What follows belongs to an exercise in optimizing a design on an open flow for small area, a short achievable clock period and few clock cycles per item; a production flow would make more cautious choices. Function was checked by simulation only, so behaviour that the tests miss may differ from the original. No activity file was given, so power comes from the tool's default toggle rates.

`flow/design.v`:
```
module err_estimat
(
   input wire         clk,
   input wire         rst,
   input wire         i_start,
   input wire  [20:0] i_nv,
   input wire  [24:0] i_nu,
   input wire  [20:0] i_no,
   input wire  [20:0] i_mv,
   input wire  [20:0] i_mo,
   output wire [31:0] o_s1,
   output wire [31:0] o_e1,
   output reg         o_vld,
   output wire        o_error
);
localparam [3391:0] TT_l_x6 = 3392'hfe00000000000000fe00000000000000fe00000000000000fe00000000000000fe00000000000000fe00000000000000fe00000000000000fe00000000000000fe00000000000000fe00000000000000fe00000000000000fe00000000000000fe00000000000000fe00000000000000fe00000000000000fe00000000000000fe00000000000000fe00000000000000fe00000000000000feffffff00000000feff0000ffff0000fe00ff00ff00ff00fe000001fffffffffefffffe0000fffffe003ffe00ff003ffe00c0feff0700c0fe1fc07e03f81fc07ee1c78e1c78e1c78e26c9b26c9b26c9b24a5294a5294a5294e318c6318c6318c62d6b5ad6b4a5294a6739cc6319ce739854a5aa5295a94a541ef00f78c33ce10e66333399cccc6632aa5555aa5555aa54ffff00ffff00fffe00ff0f00ff3f00fe007ff001ffc007fe0f81f03e0fc1f83e738e31ce31c639c69496d652525a4a4a313363e6c6cc9c98ad2a52d5a5aa5a547887788ff00ff00e99999b9333333332aaaaa9b5555555540f7ffce000073ffef0873ce10f78c31e3399cc663399cc6655aa55aa55aa55aa;
function [52:0] l_x6;
    input [5:0] d;
    integer j;
    for (j = 0; j < 53; j = j + 1) l_x6[j] = TT_l_x6[j*64 + d];
endfunction
localparam [423:0] TT_l_no = 424'hfefefefefefefefefefefefefefefefefefefe3ec64a98547e8e922492b4e62a706cda6c4a18d48e922492b4e62a706cda6c5accaa;
function [52:0] l_no;
    input [2:0] d;
    integer j;
    for (j = 0; j < 53; j = j + 1) l_no[j] = TT_l_no[j*8 + d];
endfunction
localparam [3455:0] TT_l_y6 = 3456'hf0f0f8f8fcfcfefef0f0f8f8fcfcfefef0f0f8f8fcfcfefef0f0f8f8fcfcfefef0f0f8f8fcfcfefef0f0f8f8fcfcfefef0f0f8f8fcfcfefef0f0f8f8fcfcfefef0f0f8f8fcfcfefef0f0f8f8fcfcfefef0f0f8f8fcfcfefef0f0f8f8fcfcfefef0f0f8f8fcfcfefef0f0f8f8fcfcfefef0f0f8f8fcfcfefef0f0f8f8fcfcfefef0f0f8f8fcfcfefef0f0f8f8fcfcfefef0f0f8f8fcfc7e7ef17138381c1c8e8e3692dbc96d24b6925ab4695ab469d2b43366cc3366cc996655aa5555aa55aaaa00ffff0000ffff00ff00ff00ff00ff000000000000000000ffffff0000000000000000ffff000000ff0000ff00ff0000ffff000000ffff00ffff00ffff00ff0000ffff00ffff000000ff0000ff00ff00ff0000ffff00000000ff00ff00ff0000ffffffffffffff000000ffffffffff00ffff000000ffff0000ff0000ff00ff00000000ffff000000ff0000ff00ff0000ffff000000ffff0000ff00ffff00ff00ffff0000ffff0000ff00ff00ff00ff000000000000000000000000000000000000000000000000000000000000000000ffffffff00000000ffff0000ffff0000ff00ff00ff00ff000000000000000000;
function [53:0] l_y6;
    input [5:0] d;
    integer j;
    for (j = 0; j < 54; j = j + 1) l_y6[j] = TT_l_y6[j*64 + d];
endfunction
localparam [847:0] TT_l_nutop = 848'hfffefffefffefffefffefffefffefffefffefffefffefffefffefffefffefffefffefffefffefffefffefffefffefffefffefffe3ffec07ec78ec9b2529418c6694a3398aa540f0e33325554fffefffe07fef83e18c6694a3398aa540f0e3332555401fe1e1e6666aaaa;
function [52:0] l_nutop;
    input [3:0] d;
    integer j;
    for (j = 0; j < 53; j = j + 1) l_nutop[j] = TT_l_nutop[j*16 + d];
endfunction
reg         sp;                  
reg         st_mul, st_div, dfirst;
reg   [2:0] cnt;
reg   [5:0] rows;                
reg  [20:0] rnv, rnu, rno, rmv, rmo;
reg  [52:0] ax;
reg  [53:0] ay;
reg  [28:0] rr;                  
reg         wc, wq, noz;
reg         f_ylez, f_ez, f_s1z, f_s1err;
wire start = ~rst & i_start & ~sp;
wire [52:0] ox  = ax << 3;
wire [52:0] lx1 = l_x6({rnv[20:18], rnu[20:18]});
wire [52:0] lx2 = l_no(rno[20:18]);
wire [52:0] xa  = ox ^ lx1 ^ lx2;
wire [52:0] xb  = {(ox[51:0] & lx1[51:0]) | (ox[51:0] & lx2[51:0]) | (lx1[51:0] & lx2[51:0]), 1'b0};
wire [52:0] ax_h;
add53 u_ax (.a(xa), .b(xb), .s(ax_h));
wire [53:0] ay_h;
add54 u_ay (.a(ay << 3), .b(l_y6({rmv[20:18], rmo[20:18]})), .s(ay_h));
wire last_mul = (cnt == 3'd6);
wire        xneg  = ax[52] ^ (ax[51] & wc);
wire        xtopz = wc ? (ax[52:51] == 2'b11) : (ax[52:51] == 2'b00);
wire        xzero = xtopz & (ax[50:0] == 51'd0);
wire [28:0] sd    = ax[50:22];
wire        s1z   = xneg | (sd == 29'd0);
wire        yneg  = ay[53] ^ wq;
wire        ylez  = yneg | (ay[52:0] == 53'd0);
wire        ez    = ylez | s1z;
wire [52:0] yw = ay[52:0];
wire [30:0] t  = {rr, yw[52:51]};
wire [31:0] c1, c2, c3x;
sub32 u_c1 (.a({1'b0, t}), .b(~{3'b0, sd}), .s(c1));
sub32 u_c2 (.a({1'b0, t}), .b(~{2'b0, sd, 1'b0}), .s(c2));
wire [31:0] ua = ~{1'b0, t}, ub = {3'b0, sd}, uc = {2'b0, sd, 1'b0};
wire [31:0] us = ua ^ ub ^ uc;
wire [31:0] uk = {(ua[30:0] & ub[30:0]) | (ua[30:0] & uc[30:0]) | (ub[30:0] & uc[30:0]), 1'b0};
add32 u_c3 (.a(us), .b(uk), .s(c3x));
wire [31:0] c3 = ~c3x;
wire        g1 = ~c1[31], g2 = ~c2[31], g3 = ~c3[31];
wire        q1 = g2;
wire        q0 = g3 | (g1 & ~g2);
wire [28:0] rnext = g3 ? c3[28:0] : g2 ? c2[28:0] : g1 ? c1[28:0] : t[28:0];
wire [44:0] tm = {rr, yw[52:37]};
wire [44:0] hm;
genvar gi;
generate for (gi = 0; gi <= 44; gi = gi + 1) begin : g_hm
    if (gi >= 28) begin : g1
        assign hm[gi] = 1'b1;
    end else begin : g0
        assign hm[gi] = ~|sd[28:gi+1];
    end
end endgenerate
wire sk = (rows >= 6'd16) & ~|(tm & hm);
wire [5:0] rows_n = rows - (sk ? 6'd16 : 6'd2);
wire div_done = st_div & ((dfirst & ez) | (rows_n == 6'd0));
always @(posedge clk) begin
    sp <= i_start;
    if (rst) begin
        st_mul <= 1'b0;
        st_div <= 1'b0;
        o_vld  <= 1'b0;
    end else begin
        o_vld  <= div_done & ~start;
        st_mul <= start | (st_mul & ~last_mul);
        st_div <= ~start & ((st_mul & last_mul) | (st_div & ~div_done));
    end
end
always @(posedge clk) begin
    dfirst <= st_mul & last_mul;
    cnt <= st_mul ? cnt + 3'd1 : 3'd0;
    if (st_mul) begin
        rnv <= rnv << 3;
        rnu <= rnu << 3;
        rno <= rno << 3;
        rmv <= rmv << 3;
        rmo <= rmo << 3;
    end else begin
        rnv <= i_nv;
        rnu <= i_nu[20:0];
        rno <= i_no;
        rmv <= i_mv;
        rmo <= i_mo;
    end
    if (st_mul & (cnt == 3'd0)) begin
        wc  <= (rno > 21'd1361165);
        wq  <= (rmo > 21'd1677721);
        noz <= (rno == 21'd0);
    end
    if (dfirst) begin
        f_ylez  <= ylez;
        f_ez    <= ez;
        f_s1z   <= s1z;
        f_s1err <= xneg | (xzero & noz);
    end
    if (st_mul)
        ax <= ax_h;
    else if (~st_div)
        ax <= l_nutop(i_nu[24:21]);
    if (st_mul) begin
        ay <= ay_h;
    end else if (st_div) begin
        if (sk)
            ay[52:0] <= {yw[36:0], 16'd0};
        else
            ay[52:0] <= {yw[50:0], q1, q0};
    end else begin
        ay <= 54'd0;
    end
    rows <= st_div ? rows_n : 6'd52;
    rr <= ~st_div ? 29'd0 : sk ? tm[28:0] : rnext;
end
wire [31:0] e1   = {ay[30:0], 1'b0};
wire        e1gt = (|e1[31:25]) | (e1[24] & (|e1[23:0]));
assign o_s1    = f_s1z ? 32'd0 : {3'd0, sd};
assign o_e1    = f_ez ? 32'd0 : e1;
assign o_error = f_s1err | f_ylez | (~f_ez & e1gt);
endmodule
module add53 (input wire [52:0] a, input wire [52:0] b, output wire [52:0] s);
wire [52:0] p = a ^ b;
wire [52:0] g = a & b;
wire g_0 = g[1] | (p[1] & g[0]);
wire g_1 = g[3] | (p[3] & g[2]), p_1 = p[3] & p[2];
wire g_2 = g[5] | (p[5] & g[4]), p_2 = p[5] & p[4];
wire g_3 = g[7] | (p[7] & g[6]), p_3 = p[7] & p[6];
wire g_4 = g[9] | (p[9] & g[8]), p_4 = p[9] & p[8];
wire g_5 = g[11] | (p[11] & g[10]), p_5 = p[11] & p[10];
wire g_6 = g[13] | (p[13] & g[12]), p_6 = p[13] & p[12];
wire g_7 = g[15] | (p[15] & g[14]), p_7 = p[15] & p[14];
wire g_8 = g[17] | (p[17] & g[16]), p_8 = p[17] & p[16];
wire g_9 = g[19] | (p[19] & g[18]), p_9 = p[19] & p[18];
wire g_10 = g[21] | (p[21] & g[20]), p_10 = p[21] & p[20];
wire g_11 = g[23] | (p[23] & g[22]), p_11 = p[23] & p[22];
wire g_12 = g[25] | (p[25] & g[24]), p_12 = p[25] & p[24];
wire g_13 = g[27] | (p[27] & g[26]), p_13 = p[27] & p[26];
wire g_14 = g[29] | (p[29] & g[28]), p_14 = p[29] & p[28];
wire g_15 = g[31] | (p[31] & g[30]), p_15 = p[31] & p[30];
wire g_16 = g[33] | (p[33] & g[32]), p_16 = p[33] & p[32];
wire g_17 = g[35] | (p[35] & g[34]), p_17 = p[35] & p[34];
wire g_18 = g[37] | (p[37] & g[36]), p_18 = p[37] & p[36];
wire g_19 = g[39] | (p[39] & g[38]), p_19 = p[39] & p[38];
wire g_20 = g[41] | (p[41] & g[40]), p_20 = p[41] & p[40];
wire g_21 = g[43] | (p[43] & g[42]), p_21 = p[43] & p[42];
wire g_22 = g[45] | (p[45] & g[44]), p_22 = p[45] & p[44];
wire g_23 = g[47] | (p[47] & g[46]), p_23 = p[47] & p[46];
wire g_24 = g[49] | (p[49] & g[48]), p_24 = p[49] & p[48];
wire g_25 = g[51] | (p[51] & g[50]), p_25 = p[51] & p[50];
wire g_26 = g[2] | (p[2] & g_0);
wire g_27 = g_1 | (p_1 & g_0);
wire g_28 = g[6] | (p[6] & g_2), p_28 = p[6] & p_2;
wire g_29 = g_3 | (p_3 & g_2), p_29 = p_3 & p_2;
wire g_30 = g[10] | (p[10] & g_4), p_30 = p[10] & p_4;
wire g_31 = g_5 | (p_5 & g_4), p_31 = p_5 & p_4;
wire g_32 = g[14] | (p[14] & g_6), p_32 = p[14] & p_6;
wire g_33 = g_7 | (p_7 & g_6), p_33 = p_7 & p_6;
wire g_34 = g[18] | (p[18] & g_8), p_34 = p[18] & p_8;
wire g_35 = g_9 | (p_9 & g_8), p_35 = p_9 & p_8;
wire g_36 = g[22] | (p[22] & g_10), p_36 = p[22] & p_10;
wire g_37 = g_11 | (p_11 & g_10), p_37 = p_11 & p_10;
wire g_38 = g[26] | (p[26] & g_12), p_38 = p[26] & p_12;
wire g_39 = g_13 | (p_13 & g_12), p_39 = p_13 & p_12;
wire g_40 = g[30] | (p[30] & g_14), p_40 = p[30] & p_14;
wire g_41 = g_15 | (p_15 & g_14), p_41 = p_15 & p_14;
wire g_42 = g[34] | (p[34] & g_16), p_42 = p[34] & p_16;
wire g_43 = g_17 | (p_17 & g_16), p_43 = p_17 & p_16;
wire g_44 = g[38] | (p[38] & g_18), p_44 = p[38] & p_18;
wire g_45 = g_19 | (p_19 & g_18), p_45 = p_19 & p_18;
wire g_46 = g[42] | (p[42] & g_20), p_46 = p[42] & p_20;
wire g_47 = g_21 | (p_21 & g_20), p_47 = p_21 & p_20;
wire g_48 = g[46] | (p[46] & g_22), p_48 = p[46] & p_22;
wire g_49 = g_23 | (p_23 & g_22), p_49 = p_23 & p_22;
wire g_50 = g[50] | (p[50] & g_24), p_50 = p[50] & p_24;
wire g_51 = g_25 | (p_25 & g_24), p_51 = p_25 & p_24;
wire g_52 = g[4] | (p[4] & g_27);
wire g_53 = g_2 | (p_2 & g_27);
wire g_54 = g_28 | (p_28 & g_27);
wire g_55 = g_29 | (p_29 & g_27);
wire g_56 = g[12] | (p[12] & g_31), p_56 = p[12] & p_31;
wire g_57 = g_6 | (p_6 & g_31), p_57 = p_6 & p_31;
wire g_58 = g_32 | (p_32 & g_31), p_58 = p_32 & p_31;
wire g_59 = g_33 | (p_33 & g_31), p_59 = p_33 & p_31;
wire g_60 = g[20] | (p[20] & g_35), p_60 = p[20] & p_35;
wire g_61 = g_10 | (p_10 & g_35), p_61 = p_10 & p_35;
wire g_62 = g_36 | (p_36 & g_35), p_62 = p_36 & p_35;
wire g_63 = g_37 | (p_37 & g_35), p_63 = p_37 & p_35;
wire g_64 = g[28] | (p[28] & g_39), p_64 = p[28] & p_39;
wire g_65 = g_14 | (p_14 & g_39), p_65 = p_14 & p_39;
wire g_66 = g_40 | (p_40 & g_39), p_66 = p_40 & p_39;
wire g_67 = g_41 | (p_41 & g_39), p_67 = p_41 & p_39;
wire g_68 = g[36] | (p[36] & g_43), p_68 = p[36] & p_43;
wire g_69 = g_18 | (p_18 & g_43), p_69 = p_18 & p_43;
wire g_70 = g_44 | (p_44 & g_43), p_70 = p_44 & p_43;
wire g_71 = g_45 | (p_45 & g_43), p_71 = p_45 & p_43;
wire g_72 = g[44] | (p[44] & g_47), p_72 = p[44] & p_47;
wire g_73 = g_22 | (p_22 & g_47), p_73 = p_22 & p_47;
wire g_74 = g_48 | (p_48 & g_47), p_74 = p_48 & p_47;
wire g_75 = g_49 | (p_49 & g_47), p_75 = p_49 & p_47;
wire g_76 = g[52] | (p[52] & g_51), p_76 = p[52] & p_51;
wire g_77 = g[8] | (p[8] & g_55);
wire g_78 = g_4 | (p_4 & g_55);
wire g_79 = g_30 | (p_30 & g_55);
wire g_80 = g_31 | (p_31 & g_55);
wire g_81 = g_56 | (p_56 & g_55);
wire g_82 = g_57 | (p_57 & g_55);
wire g_83 = g_58 | (p_58 & g_55);
wire g_84 = g_59 | (p_59 & g_55);
wire g_85 = g[24] | (p[24] & g_63), p_85 = p[24] & p_63;
wire g_86 = g_12 | (p_12 & g_63), p_86 = p_12 & p_63;
wire g_87 = g_38 | (p_38 & g_63), p_87 = p_38 & p_63;
wire g_88 = g_39 | (p_39 & g_63), p_88 = p_39 & p_63;
wire g_89 = g_64 | (p_64 & g_63), p_89 = p_64 & p_63;
wire g_90 = g_65 | (p_65 & g_63), p_90 = p_65 & p_63;
wire g_91 = g_66 | (p_66 & g_63), p_91 = p_66 & p_63;
wire g_92 = g_67 | (p_67 & g_63), p_92 = p_67 & p_63;
wire g_93 = g[40] | (p[40] & g_71), p_93 = p[40] & p_71;
wire g_94 = g_20 | (p_20 & g_71), p_94 = p_20 & p_71;
wire g_95 = g_46 | (p_46 & g_71), p_95 = p_46 & p_71;
wire g_96 = g_47 | (p_47 & g_71), p_96 = p_47 & p_71;
wire g_97 = g_72 | (p_72 & g_71), p_97 = p_72 & p_71;
wire g_98 = g_73 | (p_73 & g_71), p_98 = p_73 & p_71;
wire g_99 = g_74 | (p_74 & g_71), p_99 = p_74 & p_71;
wire g_100 = g_75 | (p_75 & g_71), p_100 = p_75 & p_71;
wire g_101 = g[16] | (p[16] & g_84);
wire g_102 = g_8 | (p_8 & g_84);
wire g_103 = g_34 | (p_34 & g_84);
wire g_104 = g_35 | (p_35 & g_84);
wire g_105 = g_60 | (p_60 & g_84);
wire g_106 = g_61 | (p_61 & g_84);
wire g_107 = g_62 | (p_62 & g_84);
wire g_108 = g_63 | (p_63 & g_84);
wire g_109 = g_85 | (p_85 & g_84);
wire g_110 = g_86 | (p_86 & g_84);
wire g_111 = g_87 | (p_87 & g_84);
wire g_112 = g_88 | (p_88 & g_84);
wire g_113 = g_89 | (p_89 & g_84);
wire g_114 = g_90 | (p_90 & g_84);
wire g_115 = g_91 | (p_91 & g_84);
wire g_116 = g_92 | (p_92 & g_84);
wire g_117 = g[48] | (p[48] & g_100), p_117 = p[48] & p_100;
wire g_118 = g_24 | (p_24 & g_100), p_118 = p_24 & p_100;
wire g_119 = g_50 | (p_50 & g_100), p_119 = p_50 & p_100;
wire g_120 = g_51 | (p_51 & g_100), p_120 = p_51 & p_100;
wire g_121 = g_76 | (p_76 & g_100), p_121 = p_76 & p_100;
wire g_122 = g[32] | (p[32] & g_116);
wire g_123 = g_16 | (p_16 & g_116);
wire g_124 = g_42 | (p_42 & g_116);
wire g_125 = g_43 | (p_43 & g_116);
wire g_126 = g_68 | (p_68 & g_116);
wire g_127 = g_69 | (p_69 & g_116);
wire g_128 = g_70 | (p_70 & g_116);
wire g_129 = g_71 | (p_71 & g_116);
wire g_130 = g_93 | (p_93 & g_116);
wire g_131 = g_94 | (p_94 & g_116);
wire g_132 = g_95 | (p_95 & g_116);
wire g_133 = g_96 | (p_96 & g_116);
wire g_134 = g_97 | (p_97 & g_116);
wire g_135 = g_98 | (p_98 & g_116);
wire g_136 = g_99 | (p_99 & g_116);
wire g_137 = g_100 | (p_100 & g_116);
wire g_138 = g_117 | (p_117 & g_116);
wire g_139 = g_118 | (p_118 & g_116);
wire g_140 = g_119 | (p_119 & g_116);
wire g_141 = g_120 | (p_120 & g_116);
wire g_142 = g_121 | (p_121 & g_116);
wire [52:0] c = {g_141, g_140, g_139, g_138, g_137, g_136, g_135, g_134, g_133, g_132, g_131, g_130, g_129, g_128, g_127, g_126, g_125, g_124, g_123, g_122, g_116, g_115, g_114, g_113, g_112, g_111, g_110, g_109, g_108, g_107, g_106, g_105, g_104, g_103, g_102, g_101, g_84, g_83, g_82, g_81, g_80, g_79, g_78, g_77, g_55, g_54, g_53, g_52, g_27, g_26, g_0, g[0], 1'b0};
assign s = p ^ c;
endmodule
module add54 (input wire [53:0] a, input wire [53:0] b, output wire [53:0] s);
wire [53:0] p = a ^ b;
wire [53:0] g = a & b;
wire g_0 = g[1] | (p[1] & g[0]);
wire g_1 = g[3] | (p[3] & g[2]), p_1 = p[3] & p[2];
wire g_2 = g[5] | (p[5] & g[4]), p_2 = p[5] & p[4];
wire g_3 = g[7] | (p[7] & g[6]), p_3 = p[7] & p[6];
wire g_4 = g[9] | (p[9] & g[8]), p_4 = p[9] & p[8];
wire g_5 = g[11] | (p[11] & g[10]), p_5 = p[11] & p[10];
wire g_6 = g[13] | (p[13] & g[12]), p_6 = p[13] & p[12];
wire g_7 = g[15] | (p[15] & g[14]), p_7 = p[15] & p[14];
wire g_8 = g[17] | (p[17] & g[16]), p_8 = p[17] & p[16];
wire g_9 = g[19] | (p[19] & g[18]), p_9 = p[19] & p[18];
wire g_10 = g[21] | (p[21] & g[20]), p_10 = p[21] & p[20];
wire g_11 = g[23] | (p[23] & g[22]), p_11 = p[23] & p[22];
wire g_12 = g[25] | (p[25] & g[24]), p_12 = p[25] & p[24];
wire g_13 = g[27] | (p[27] & g[26]), p_13 = p[27] & p[26];
wire g_14 = g[29] | (p[29] & g[28]), p_14 = p[29] & p[28];
wire g_15 = g[31] | (p[31] & g[30]), p_15 = p[31] & p[30];
wire g_16 = g[33] | (p[33] & g[32]), p_16 = p[33] & p[32];
wire g_17 = g[35] | (p[35] & g[34]), p_17 = p[35] & p[34];
wire g_18 = g[37] | (p[37] & g[36]), p_18 = p[37] & p[36];
wire g_19 = g[39] | (p[39] & g[38]), p_19 = p[39] & p[38];
wire g_20 = g[41] | (p[41] & g[40]), p_20 = p[41] & p[40];
wire g_21 = g[43] | (p[43] & g[42]), p_21 = p[43] & p[42];
wire g_22 = g[45] | (p[45] & g[44]), p_22 = p[45] & p[44];
wire g_23 = g[47] | (p[47] & g[46]), p_23 = p[47] & p[46];
wire g_24 = g[49] | (p[49] & g[48]), p_24 = p[49] & p[48];
wire g_25 = g[51] | (p[51] & g[50]), p_25 = p[51] & p[50];
wire g_26 = g[53] | (p[53] & g[52]), p_26 = p[53] & p[52];
wire g_27 = g[2] | (p[2] & g_0);
wire g_28 = g_1 | (p_1 & g_0);
wire g_29 = g[6] | (p[6] & g_2), p_29 = p[6] & p_2;
wire g_30 = g_3 | (p_3 & g_2), p_30 = p_3 & p_2;
wire g_31 = g[10] | (p[10] & g_4), p_31 = p[10] & p_4;
wire g_32 = g_5 | (p_5 & g_4), p_32 = p_5 & p_4;
wire g_33 = g[14] | (p[14] & g_6), p_33 = p[14] & p_6;
wire g_34 = g_7 | (p_7 & g_6), p_34 = p_7 & p_6;
wire g_35 = g[18] | (p[18] & g_8), p_35 = p[18] & p_8;
wire g_36 = g_9 | (p_9 & g_8), p_36 = p_9 & p_8;
wire g_37 = g[22] | (p[22] & g_10), p_37 = p[22] & p_10;
wire g_38 = g_11 | (p_11 & g_10), p_38 = p_11 & p_10;
wire g_39 = g[26] | (p[26] & g_12), p_39 = p[26] & p_12;
wire g_40 = g_13 | (p_13 & g_12), p_40 = p_13 & p_12;
wire g_41 = g[30] | (p[30] & g_14), p_41 = p[30] & p_14;
wire g_42 = g_15 | (p_15 & g_14), p_42 = p_15 & p_14;
wire g_43 = g[34] | (p[34] & g_16), p_43 = p[34] & p_16;
wire g_44 = g_17 | (p_17 & g_16), p_44 = p_17 & p_16;
wire g_45 = g[38] | (p[38] & g_18), p_45 = p[38] & p_18;
wire g_46 = g_19 | (p_19 & g_18), p_46 = p_19 & p_18;
wire g_47 = g[42] | (p[42] & g_20), p_47 = p[42] & p_20;
wire g_48 = g_21 | (p_21 & g_20), p_48 = p_21 & p_20;
wire g_49 = g[46] | (p[46] & g_22), p_49 = p[46] & p_22;
wire g_50 = g_23 | (p_23 & g_22), p_50 = p_23 & p_22;
wire g_51 = g[50] | (p[50] & g_24), p_51 = p[50] & p_24;
wire g_52 = g_25 | (p_25 & g_24), p_52 = p_25 & p_24;
wire g_53 = g[4] | (p[4] & g_28);
wire g_54 = g_2 | (p_2 & g_28);
wire g_55 = g_29 | (p_29 & g_28);
wire g_56 = g_30 | (p_30 & g_28);
wire g_57 = g[12] | (p[12] & g_32), p_57 = p[12] & p_32;
wire g_58 = g_6 | (p_6 & g_32), p_58 = p_6 & p_32;
wire g_59 = g_33 | (p_33 & g_32), p_59 = p_33 & p_32;
wire g_60 = g_34 | (p_34 & g_32), p_60 = p_34 & p_32;
wire g_61 = g[20] | (p[20] & g_36), p_61 = p[20] & p_36;
wire g_62 = g_10 | (p_10 & g_36), p_62 = p_10 & p_36;
wire g_63 = g_37 | (p_37 & g_36), p_63 = p_37 & p_36;
wire g_64 = g_38 | (p_38 & g_36), p_64 = p_38 & p_36;
wire g_65 = g[28] | (p[28] & g_40), p_65 = p[28] & p_40;
wire g_66 = g_14 | (p_14 & g_40), p_66 = p_14 & p_40;
wire g_67 = g_41 | (p_41 & g_40), p_67 = p_41 & p_40;
wire g_68 = g_42 | (p_42 & g_40), p_68 = p_42 & p_40;
wire g_69 = g[36] | (p[36] & g_44), p_69 = p[36] & p_44;
wire g_70 = g_18 | (p_18 & g_44), p_70 = p_18 & p_44;
wire g_71 = g_45 | (p_45 & g_44), p_71 = p_45 & p_44;
wire g_72 = g_46 | (p_46 & g_44), p_72 = p_46 & p_44;
wire g_73 = g[44] | (p[44] & g_48), p_73 = p[44] & p_48;
wire g_74 = g_22 | (p_22 & g_48), p_74 = p_22 & p_48;
wire g_75 = g_49 | (p_49 & g_48), p_75 = p_49 & p_48;
wire g_76 = g_50 | (p_50 & g_48), p_76 = p_50 & p_48;
wire g_77 = g[52] | (p[52] & g_52), p_77 = p[52] & p_52;
wire g_78 = g_26 | (p_26 & g_52), p_78 = p_26 & p_52;
wire g_79 = g[8] | (p[8] & g_56);
wire g_80 = g_4 | (p_4 & g_56);
wire g_81 = g_31 | (p_31 & g_56);
wire g_82 = g_32 | (p_32 & g_56);
wire g_83 = g_57 | (p_57 & g_56);
wire g_84 = g_58 | (p_58 & g_56);
wire g_85 = g_59 | (p_59 & g_56);
wire g_86 = g_60 | (p_60 & g_56);
wire g_87 = g[24] | (p[24] & g_64), p_87 = p[24] & p_64;
wire g_88 = g_12 | (p_12 & g_64), p_88 = p_12 & p_64;
wire g_89 = g_39 | (p_39 & g_64), p_89 = p_39 & p_64;
wire g_90 = g_40 | (p_40 & g_64), p_90 = p_40 & p_64;
wire g_91 = g_65 | (p_65 & g_64), p_91 = p_65 & p_64;
wire g_92 = g_66 | (p_66 & g_64), p_92 = p_66 & p_64;
wire g_93 = g_67 | (p_67 & g_64), p_93 = p_67 & p_64;
wire g_94 = g_68 | (p_68 & g_64), p_94 = p_68 & p_64;
wire g_95 = g[40] | (p[40] & g_72), p_95 = p[40] & p_72;
wire g_96 = g_20 | (p_20 & g_72), p_96 = p_20 & p_72;
wire g_97 = g_47 | (p_47 & g_72), p_97 = p_47 & p_72;
wire g_98 = g_48 | (p_48 & g_72), p_98 = p_48 & p_72;
wire g_99 = g_73 | (p_73 & g_72), p_99 = p_73 & p_72;
wire g_100 = g_74 | (p_74 & g_72), p_100 = p_74 & p_72;
wire g_101 = g_75 | (p_75 & g_72), p_101 = p_75 & p_72;
wire g_102 = g_76 | (p_76 & g_72), p_102 = p_76 & p_72;
wire g_103 = g[16] | (p[16] & g_86);
wire g_104 = g_8 | (p_8 & g_86);
wire g_105 = g_35 | (p_35 & g_86);
wire g_106 = g_36 | (p_36 & g_86);
wire g_107 = g_61 | (p_61 & g_86);
wire g_108 = g_62 | (p_62 & g_86);
wire g_109 = g_63 | (p_63 & g_86);
wire g_110 = g_64 | (p_64 & g_86);
wire g_111 = g_87 | (p_87 & g_86);
wire g_112 = g_88 | (p_88 & g_86);
wire g_113 = g_89 | (p_89 & g_86);
wire g_114 = g_90 | (p_90 & g_86);
wire g_115 = g_91 | (p_91 & g_86);
wire g_116 = g_92 | (p_92 & g_86);
wire g_117 = g_93 | (p_93 & g_86);
wire g_118 = g_94 | (p_94 & g_86);
wire g_119 = g[48] | (p[48] & g_102), p_119 = p[48] & p_102;
wire g_120 = g_24 | (p_24 & g_102), p_120 = p_24 & p_102;
wire g_121 = g_51 | (p_51 & g_102), p_121 = p_51 & p_102;
wire g_122 = g_52 | (p_52 & g_102), p_122 = p_52 & p_102;
wire g_123 = g_77 | (p_77 & g_102), p_123 = p_77 & p_102;
wire g_124 = g_78 | (p_78 & g_102), p_124 = p_78 & p_102;
wire g_125 = g[32] | (p[32] & g_118);
wire g_126 = g_16 | (p_16 & g_118);
wire g_127 = g_43 | (p_43 & g_118);
wire g_128 = g_44 | (p_44 & g_118);
wire g_129 = g_69 | (p_69 & g_118);
wire g_130 = g_70 | (p_70 & g_118);
wire g_131 = g_71 | (p_71 & g_118);
wire g_132 = g_72 | (p_72 & g_118);
wire g_133 = g_95 | (p_95 & g_118);
wire g_134 = g_96 | (p_96 & g_118);
wire g_135 = g_97 | (p_97 & g_118);
wire g_136 = g_98 | (p_98 & g_118);
wire g_137 = g_99 | (p_99 & g_118);
wire g_138 = g_100 | (p_100 & g_118);
wire g_139 = g_101 | (p_101 & g_118);
wire g_140 = g_102 | (p_102 & g_118);
wire g_141 = g_119 | (p_119 & g_118);
wire g_142 = g_120 | (p_120 & g_118);
wire g_143 = g_121 | (p_121 & g_118);
wire g_144 = g_122 | (p_122 & g_118);
wire g_145 = g_123 | (p_123 & g_118);
wire g_146 = g_124 | (p_124 & g_118);
wire [53:0] c = {g_145, g_144, g_143, g_142, g_141, g_140, g_139, g_138, g_137, g_136, g_135, g_134, g_133, g_132, g_131, g_130, g_129, g_128, g_127, g_126, g_125, g_118, g_117, g_116, g_115, g_114, g_113, g_112, g_111, g_110, g_109, g_108, g_107, g_106, g_105, g_104, g_103, g_86, g_85, g_84, g_83, g_82, g_81, g_80, g_79, g_56, g_55, g_54, g_53, g_28, g_27, g_0, g[0], 1'b0};
assign s = p ^ c;
endmodule
module add32 (input wire [31:0] a, input wire [31:0] b, output wire [31:0] s);
wire [31:0] p = a ^ b;
wire [31:0] g = a & b;
wire g_0 = g[1] | (p[1] & g[0]);
wire g_1 = g[3] | (p[3] & g[2]), p_1 = p[3] & p[2];
wire g_2 = g[5] | (p[5] & g[4]), p_2 = p[5] & p[4];
wire g_3 = g[7] | (p[7] & g[6]), p_3 = p[7] & p[6];
wire g_4 = g[9] | (p[9] & g[8]), p_4 = p[9] & p[8];
wire g_5 = g[11] | (p[11] & g[10]), p_5 = p[11] & p[10];
wire g_6 = g[13] | (p[13] & g[12]), p_6 = p[13] & p[12];
wire g_7 = g[15] | (p[15] & g[14]), p_7 = p[15] & p[14];
wire g_8 = g[17] | (p[17] & g[16]), p_8 = p[17] & p[16];
wire g_9 = g[19] | (p[19] & g[18]), p_9 = p[19] & p[18];
wire g_10 = g[21] | (p[21] & g[20]), p_10 = p[21] & p[20];
wire g_11 = g[23] | (p[23] & g[22]), p_11 = p[23] & p[22];
wire g_12 = g[25] | (p[25] & g[24]), p_12 = p[25] & p[24];
wire g_13 = g[27] | (p[27] & g[26]), p_13 = p[27] & p[26];
wire g_14 = g[29] | (p[29] & g[28]), p_14 = p[29] & p[28];
wire g_15 = g[31] | (p[31] & g[30]), p_15 = p[31] & p[30];
wire g_16 = g[2] | (p[2] & g_0);
wire g_17 = g_1 | (p_1 & g_0);
wire g_18 = g[6] | (p[6] & g_2), p_18 = p[6] & p_2;
wire g_19 = g_3 | (p_3 & g_2), p_19 = p_3 & p_2;
wire g_20 = g[10] | (p[10] & g_4), p_20 = p[10] & p_4;
wire g_21 = g_5 | (p_5 & g_4), p_21 = p_5 & p_4;
wire g_22 = g[14] | (p[14] & g_6), p_22 = p[14] & p_6;
wire g_23 = g_7 | (p_7 & g_6), p_23 = p_7 & p_6;
wire g_24 = g[18] | (p[18] & g_8), p_24 = p[18] & p_8;
wire g_25 = g_9 | (p_9 & g_8), p_25 = p_9 & p_8;
wire g_26 = g[22] | (p[22] & g_10), p_26 = p[22] & p_10;
wire g_27 = g_11 | (p_11 & g_10), p_27 = p_11 & p_10;
wire g_28 = g[26] | (p[26] & g_12), p_28 = p[26] & p_12;
wire g_29 = g_13 | (p_13 & g_12), p_29 = p_13 & p_12;
wire g_30 = g[30] | (p[30] & g_14), p_30 = p[30] & p_14;
wire g_31 = g_15 | (p_15 & g_14), p_31 = p_15 & p_14;
wire g_32 = g[4] | (p[4] & g_17);
wire g_33 = g_2 | (p_2 & g_17);
wire g_34 = g_18 | (p_18 & g_17);
wire g_35 = g_19 | (p_19 & g_17);
wire g_36 = g[12] | (p[12] & g_21), p_36 = p[12] & p_21;
wire g_37 = g_6 | (p_6 & g_21), p_37 = p_6 & p_21;
wire g_38 = g_22 | (p_22 & g_21), p_38 = p_22 & p_21;
wire g_39 = g_23 | (p_23 & g_21), p_39 = p_23 & p_21;
wire g_40 = g[20] | (p[20] & g_25), p_40 = p[20] & p_25;
wire g_41 = g_10 | (p_10 & g_25), p_41 = p_10 & p_25;
wire g_42 = g_26 | (p_26 & g_25), p_42 = p_26 & p_25;
wire g_43 = g_27 | (p_27 & g_25), p_43 = p_27 & p_25;
wire g_44 = g[28] | (p[28] & g_29), p_44 = p[28] & p_29;
wire g_45 = g_14 | (p_14 & g_29), p_45 = p_14 & p_29;
wire g_46 = g_30 | (p_30 & g_29), p_46 = p_30 & p_29;
wire g_47 = g_31 | (p_31 & g_29), p_47 = p_31 & p_29;
wire g_48 = g[8] | (p[8] & g_35);
wire g_49 = g_4 | (p_4 & g_35);
wire g_50 = g_20 | (p_20 & g_35);
wire g_51 = g_21 | (p_21 & g_35);
wire g_52 = g_36 | (p_36 & g_35);
wire g_53 = g_37 | (p_37 & g_35);
wire g_54 = g_38 | (p_38 & g_35);
wire g_55 = g_39 | (p_39 & g_35);
wire g_56 = g[24] | (p[24] & g_43), p_56 = p[24] & p_43;
wire g_57 = g_12 | (p_12 & g_43), p_57 = p_12 & p_43;
wire g_58 = g_28 | (p_28 & g_43), p_58 = p_28 & p_43;
wire g_59 = g_29 | (p_29 & g_43), p_59 = p_29 & p_43;
wire g_60 = g_44 | (p_44 & g_43), p_60 = p_44 & p_43;
wire g_61 = g_45 | (p_45 & g_43), p_61 = p_45 & p_43;
wire g_62 = g_46 | (p_46 & g_43), p_62 = p_46 & p_43;
wire g_63 = g_47 | (p_47 & g_43), p_63 = p_47 & p_43;
wire g_64 = g[16] | (p[16] & g_55);
wire g_65 = g_8 | (p_8 & g_55);
wire g_66 = g_24 | (p_24 & g_55);
wire g_67 = g_25 | (p_25 & g_55);
wire g_68 = g_40 | (p_40 & g_55);
wire g_69 = g_41 | (p_41 & g_55);
wire g_70 = g_42 | (p_42 & g_55);
wire g_71 = g_43 | (p_43 & g_55);
wire g_72 = g_56 | (p_56 & g_55);
wire g_73 = g_57 | (p_57 & g_55);
wire g_74 = g_58 | (p_58 & g_55);
wire g_75 = g_59 | (p_59 & g_55);
wire g_76 = g_60 | (p_60 & g_55);
wire g_77 = g_61 | (p_61 & g_55);
wire g_78 = g_62 | (p_62 & g_55);
wire g_79 = g_63 | (p_63 & g_55);
wire [31:0] c = {g_78, g_77, g_76, g_75, g_74, g_73, g_72, g_71, g_70, g_69, g_68, g_67, g_66, g_65, g_64, g_55, g_54, g_53, g_52, g_51, g_50, g_49, g_48, g_35, g_34, g_33, g_32, g_17, g_16, g_0, g[0], 1'b0};
assign s = p ^ c;
endmodule
module sub32 (input wire [31:0] a, input wire [31:0] b, output wire [31:0] s);
wire [31:0] p = a ^ b;
wire [31:0] g = {a[31:1] & b[31:1], a[0] | b[0]};
wire g_0 = g[1] | (p[1] & g[0]);
wire g_1 = g[3] | (p[3] & g[2]), p_1 = p[3] & p[2];
wire g_2 = g[5] | (p[5] & g[4]), p_2 = p[5] & p[4];
wire g_3 = g[7] | (p[7] & g[6]), p_3 = p[7] & p[6];
wire g_4 = g[9] | (p[9] & g[8]), p_4 = p[9] & p[8];
wire g_5 = g[11] | (p[11] & g[10]), p_5 = p[11] & p[10];
wire g_6 = g[13] | (p[13] & g[12]), p_6 = p[13] & p[12];
wire g_7 = g[15] | (p[15] & g[14]), p_7 = p[15] & p[14];
wire g_8 = g[17] | (p[17] & g[16]), p_8 = p[17] & p[16];
wire g_9 = g[19] | (p[19] & g[18]), p_9 = p[19] & p[18];
wire g_10 = g[21] | (p[21] & g[20]), p_10 = p[21] & p[20];
wire g_11 = g[23] | (p[23] & g[22]), p_11 = p[23] & p[22];
wire g_12 = g[25] | (p[25] & g[24]), p_12 = p[25] & p[24];
wire g_13 = g[27] | (p[27] & g[26]), p_13 = p[27] & p[26];
wire g_14 = g[29] | (p[29] & g[28]), p_14 = p[29] & p[28];
wire g_15 = g[31] | (p[31] & g[30]), p_15 = p[31] & p[30];
wire g_16 = g[2] | (p[2] & g_0);
wire g_17 = g_1 | (p_1 & g_0);
wire g_18 = g[6] | (p[6] & g_2), p_18 = p[6] & p_2;
wire g_19 = g_3 | (p_3 & g_2), p_19 = p_3 & p_2;
wire g_20 = g[10] | (p[10] & g_4), p_20 = p[10] & p_4;
wire g_21 = g_5 | (p_5 & g_4), p_21 = p_5 & p_4;
wire g_22 = g[14] | (p[14] & g_6), p_22 = p[14] & p_6;
wire g_23 = g_7 | (p_7 & g_6), p_23 = p_7 & p_6;
wire g_24 = g[18] | (p[18] & g_8), p_24 = p[18] & p_8;
wire g_25 = g_9 | (p_9 & g_8), p_25 = p_9 & p_8;
wire g_26 = g[22] | (p[22] & g_10), p_26 = p[22] & p_10;
wire g_27 = g_11 | (p_11 & g_10), p_27 = p_11 & p_10;
wire g_28 = g[26] | (p[26] & g_12), p_28 = p[26] & p_12;
wire g_29 = g_13 | (p_13 & g_12), p_29 = p_13 & p_12;
wire g_30 = g[30] | (p[30] & g_14), p_30 = p[30] & p_14;
wire g_31 = g_15 | (p_15 & g_14), p_31 = p_15 & p_14;
wire g_32 = g[4] | (p[4] & g_17);
wire g_33 = g_2 | (p_2 & g_17);
wire g_34 = g_18 | (p_18 & g_17);
wire g_35 = g_19 | (p_19 & g_17);
wire g_36 = g[12] | (p[12] & g_21), p_36 = p[12] & p_21;
wire g_37 = g_6 | (p_6 & g_21), p_37 = p_6 & p_21;
wire g_38 = g_22 | (p_22 & g_21), p_38 = p_22 & p_21;
wire g_39 = g_23 | (p_23 & g_21), p_39 = p_23 & p_21;
wire g_40 = g[20] | (p[20] & g_25), p_40 = p[20] & p_25;
wire g_41 = g_10 | (p_10 & g_25), p_41 = p_10 & p_25;
wire g_42 = g_26 | (p_26 & g_25), p_42 = p_26 & p_25;
wire g_43 = g_27 | (p_27 & g_25), p_43 = p_27 & p_25;
wire g_44 = g[28] | (p[28] & g_29), p_44 = p[28] & p_29;
wire g_45 = g_14 | (p_14 & g_29), p_45 = p_14 & p_29;
wire g_46 = g_30 | (p_30 & g_29), p_46 = p_30 & p_29;
wire g_47 = g_31 | (p_31 & g_29), p_47 = p_31 & p_29;
wire g_48 = g[8] | (p[8] & g_35);
wire g_49 = g_4 | (p_4 & g_35);
wire g_50 = g_20 | (p_20 & g_35);
wire g_51 = g_21 | (p_21 & g_35);
wire g_52 = g_36 | (p_36 & g_35);
wire g_53 = g_37 | (p_37 & g_35);
wire g_54 = g_38 | (p_38 & g_35);
wire g_55 = g_39 | (p_39 & g_35);
wire g_56 = g[24] | (p[24] & g_43), p_56 = p[24] & p_43;
wire g_57 = g_12 | (p_12 & g_43), p_57 = p_12 & p_43;
wire g_58 = g_28 | (p_28 & g_43), p_58 = p_28 & p_43;
wire g_59 = g_29 | (p_29 & g_43), p_59 = p_29 & p_43;
wire g_60 = g_44 | (p_44 & g_43), p_60 = p_44 & p_43;
wire g_61 = g_45 | (p_45 & g_43), p_61 = p_45 & p_43;
wire g_62 = g_46 | (p_46 & g_43), p_62 = p_46 & p_43;
wire g_63 = g_47 | (p_47 & g_43), p_63 = p_47 & p_43;
wire g_64 = g[16] | (p[16] & g_55);
wire g_65 = g_8 | (p_8 & g_55);
wire g_66 = g_24 | (p_24 & g_55);
wire g_67 = g_25 | (p_25 & g_55);
wire g_68 = g_40 | (p_40 & g_55);
wire g_69 = g_41 | (p_41 & g_55);
wire g_70 = g_42 | (p_42 & g_55);
wire g_71 = g_43 | (p_43 & g_55);
wire g_72 = g_56 | (p_56 & g_55);
wire g_73 = g_57 | (p_57 & g_55);
wire g_74 = g_58 | (p_58 & g_55);
wire g_75 = g_59 | (p_59 & g_55);
wire g_76 = g_60 | (p_60 & g_55);
wire g_77 = g_61 | (p_61 & g_55);
wire g_78 = g_62 | (p_62 & g_55);
wire g_79 = g_63 | (p_63 & g_55);
wire [31:0] c = {g_78, g_77, g_76, g_75, g_74, g_73, g_72, g_71, g_70, g_69, g_68, g_67, g_66, g_65, g_64, g_55, g_54, g_53, g_52, g_51, g_50, g_49, g_48, g_35, g_34, g_33, g_32, g_17, g_16, g_0, g[0], 1'b1};
assign s = {p[31:1] ^ c[31:1], ~p[0]};
endmodule
```
`flow/run.sh`:
```
#!/bin/bash
# synth_recipe.tcl (not shown) runs the flow's synth.tcl, then flattens the netlist and writes it again
# the make line also repeats each setting of config.mk as NAME=value (left out here)
make -C /OpenROAD-flow-scripts/flow DESIGN_CONFIG=/design/flow/config.mk WORK_HOME=/design/flow/orfs CLKGATE_MAP_FILE= SYNTH_SCRIPT=/design/flow/synth_recipe.tcl finish
```
`flow/config.mk`:
```
export PLATFORM = sky130hd
export DESIGN_NAME = err_estimat
export DESIGN_NICKNAME = err_estimat
export VERILOG_FILES = /design/flow/design.v
export SDC_FILE = /design/flow/constraint.sdc
export NUM_CORES = 4
export LEC_CHECK = 0
export CAP_MARGIN = 20
export CORE_MARGIN = 2
export CORE_UTILIZATION = 40
export PLACE_DENSITY = 0.6
export SETUP_SLACK_MARGIN = 5
export SLEW_MARGIN = 20
```
`flow/constraint.sdc`:
```
create_clock -name core_clock -period 10.0 [get_ports {clk}]
set_input_delay 2.0000 -clock core_clock [delete_from_list [all_inputs] [get_ports {clk}]]
set_output_delay 2.0000 -clock core_clock [all_outputs]
set_load 0.01 [all_outputs]
```
==> impl_results.md <==
- Hold Path Stages: 1
- Post-synth ARST share: 0%
- Arr. time, crit path: 5250 ps
- Setup_tns: 0 ps
- Io pins: between 150 and 200
- Syn. warnings: 1
- Hold Crit Endpoint: cnt[0]$_SDFF_PN0_
- Crit path kind: register to register
- Post-route DRC: 0
- H-Tree Depth: 1
- Clock Root Buffer: clkbuf_16
- Largest net degree at the start of global routing: 93
- Starting density of the core: 40.6%
- Clock transition at path regs: 60 ps
- Register area share after synthesis: 24.8%
- Nets: 3294
- Main synth FF type: dfxtp_1
- Port bufs: 173
- Worst Setup Start Kind: register
- Max-cap violations: 0
- Startpoint of the worst register-to-register path: rnu[19]$_DFF_P_
- Combinational Power Share: 54.0%
- Post-synthesis cell type count: 95
- Headroom to the max-slew limit: 28.2%
- Register area: 5850 um2
- Endpoint class of the critical path: register
- Maximum VDD drop: 144 uV
- Worst min-delay path startpoint: cnt[0]$_SDFF_PN0_
- Reg-to-Reg End: ax[27]$_DFFE_PP_
- Layout Skew: 45.9 ps
- Clock share of power: around a fifth
- Hpwl dp: 54.6 mm
- Clock sink count: roughly 260
- P_int: roughly 3300 uW
- Die W: 247 um
- Cells after synthesis: 2715
- WL final: between 70 and 80 mm
- Final setup fails: 0
- Layout cell share with drive strength beyond 1: 12.0%
- Fillers: 5582
- Final ANT Viol Nets: 0
- Lkg Pwr: 0.0118 uW
- GRT Resource Usage Total: 23.9%
- Clock latency at the later pin of the worst-skew pair: 610 ps
- Final Total Pwr: between 5000 and 6000 uW
- Reg power frac: 24.7%
- Area of the multi-input gates: 16800 um2
- Via count: 21200
- Post-synth EDFFs: 61
- Power per cell area: 200 nW/um2
- CTS tree: yes
- Crit path required time: 10330 ps
- Average size of a mapped cell: 8.66 um2
- Wire per inst: 20.5 um
- N_diodes: 0
- Post-Syn Area: 23500 um2
- Core area: 57900 um2
- Sw Share: about two fifths
- Drt first-iter violations: between 1000 and 1500
- Flop-to-flop setup slack: between 5000 and 6000 ps
- Total CTS buffers: 31
- Hold Violations, Final: 0
- Total gr overflow: 0
- # hold bufs at CTS: 0
- Crit-path max FO: 8
- Slew Limit Fails: 0
- CTS max path bufs: 3
- Period utilization: about half
- FMAX: 203 MHz
- Chip height: 247 um
- Rows: 88
- Die area: 60800 um2
- Vias per cell: 5.81
- 1st-pass router iterations: 6
- First-pass GRT wire length: 116 mm
- RSZ-0062 raised after global routing: yes
- Net switching power figure: 2320 uW
- Minimum clock period: just under 5000 ps
- Vias in the first global route: 21100
- Final cell utilization of the core: 48.2%
- Run status: finished clean
- Gpl congestion: 0.948
- Synth-to-Final Area Change: 18.6%
- #FFs+latches synth: 261
- Worst-Margin Slew: 1080 ps
- Initial antenna violation count: 1
- Min-Delay Path Class: register to register
- FF-to-FF path depth: 20
## worst max-delay path, stage by stage, from the launching register on
cell and delay (ps):
dfxtp_2 320, buf_6 120, clkinvlp_4 220, ha_4 420, buf_6 120, nor3_2 30
o21ai_1 160, o221a_2 230, o21ai_4 80, fa_2 640, ha_4 200, o211a_1 110
a211o_1 350, a211o_4 400, a21boi_4 210, o21ai_4 110, a2111oi_4 370, nor2_2 80
a21o_1 170, xor2_1 140, a21o_1 170
## stage by stage
step                hold WS (ps)  setup slack (ps)  area (um2)  cells
floorplan                    402              5040       23500   2718
global placement             415              3850       25900   3548
detailed placement           440              3830       25900   3548
CTS                          456              5000       27300   3628
global route                 455              4910       27900   3648
finish                       447              5080       27900   3648
## synthesized netlist by cell type, types with 61 or more instances
master    number  area [um2]
nand2_1      176         661
a21o_1        86         646
edfxtp_1      61        1830
inv_1        212         796
xor2_1        79         692
clkbuf_1      99         372
xnor2_1       93         815
mux2_2        95        1070
fa_1          98        1960
ha_1         226        2830
nor2_1       192         721
a21oi_1      223        1120
nor2b_1       67         419
dfxtp_1      200        4000
o21ai_0      143         716
## power by group through the flow
stage          Sequential [uW]  Clock (uW)  Combinational [uW]
3_5_place_dp              1400           0                2710
5_1_grt                   1390        1250                3330
6_report                  1370        1190                3010
2_1_floorplan             1310           0                2070
4_1_cts                   1370        1210                2790
3_3_place_gp              1390           0                2670
## state kept, by name (all words and copies together), names as in the netlist, 3 cells and up
signal	cells
ax	53
ay	54
cnt	3
rmo	21
rmv	21
rno	21
rnu	21
rnv	21
rows	5
rr	29
## worst max-delay path by stage
stage | from | end | slack [ps] | cells past startpoint
after floorplan | rnu[20]$_DFF_P_ | ax[27]$_DFFE_PP_ | 5040 | 19
after global placement | rnv[19]$_DFF_P_ | ax[52]$_DFFE_PP_ | 3850 | 19
after detailed placement | rnv[19]$_DFF_P_ | ax[52]$_DFFE_PP_ | 3830 | 19
after CTS | rnu[19]$_DFF_P_ | ax[39]$_DFFE_PP_ | 5000 | 20
after global routing | rnu[19]$_DFF_P_ | ax[29]$_DFFE_PP_ | 4910 | 21
final | rnu[19]$_DFF_P_ | ax[27]$_DFFE_PP_ | 5080 | 20
## layer usage
metal / track usage, % / vias to the layer above / routed length (um)
met1: 31.3 / 10200 / 32100
li1: - / 10000 / -
met2: 40.4 / 779 / 34900
met3: 3.83 / 157 / 5350
met4: 7.30 / 2 / 2210
met5: 0 / - / 13
## cell families after synthesis
logic type,after synthesis,synth area share (%)
and+or+nand+nor,674,13.7
other,1,0.0159
buffers and inverters,346,5.73
xor gates and xnor gates,172,6.40
muxes,155,7.37
AOI/OAI and AO/OA,782,21.6
DFF,261,24.8
adders and majority gates,324,20.4
## placed cells by master, fill, tap and decap left out, types with 79 or more instances in the layout
master / n
a21oi_1: 212
ha_1: 209
inv_1: 208
dfxtp_1: 193
nor2_1: 181
nand2_1: 174
clkdlybuf4s50_1: 173
o21ai_0: 128
fa_1: 96
mux2_2: 95
xnor2_1: 93
a21o_1: 86
xor2_1: 79
## what timing repair did
| item | 4_1_cts | 5_1_grt |
|---|---|---|
| gates resized for setup | 47 | 87 |
| gates cloned | 5 | 1 |
| buffers inserted | 17 | 18 |
| pin swaps | 4 | 36 |
| endpoints found under the setup margin | 44 | 26 |
## cell type report
| cell class | instances | share of cell area (%) |
|---|---|---|
| Clock buffer | 42 | 3.27 |
| Timing Repair inverter | 2 | 0.0538 |
| Timing Repair Buffer | 236 | 8.48 |
| Clock inverter | 16 | 0.533 |
| Tap cell | 765 | 3.43 |
| Multi-Input combinational cell | 2111 | 60.3 |
| Inverter | 215 | 2.98 |
| Sequential cell | 261 | 21.0 |
Testbench counts, summed over its fixed seeds: cycles 24,000, items 1,200.

-- afterwards: timing with drivers on the ports --
No port has a modelled driver above. Below, the same layout with a new extraction and two added sets of constraints. Step 1, drivers: a clkbuf_16 drives clk and a buf_2 each remaining input, both assumed. Step 2 adds t to the input delays and takes it off the output delays; t is the mean of the earliest and latest rising clock arrival at the registers after step 1. Input paths then give back, and output paths get back, about the clock's delay inside the block. Three values: no drivers, after step 1, after step 2; two values: the first two.
t, ns: 0.644
slack for setup (ns): 5.080 / 5.080 / 5.080
hold slack, ns: 0.447 / 0.447 / 0.447
worst slew at a driven data input, ns: 0.06
After both steps this run still meets setup and hold. For this run, drivers alone change the setup slack by 0.000 ns; drivers and shift together by 0.000 ns.
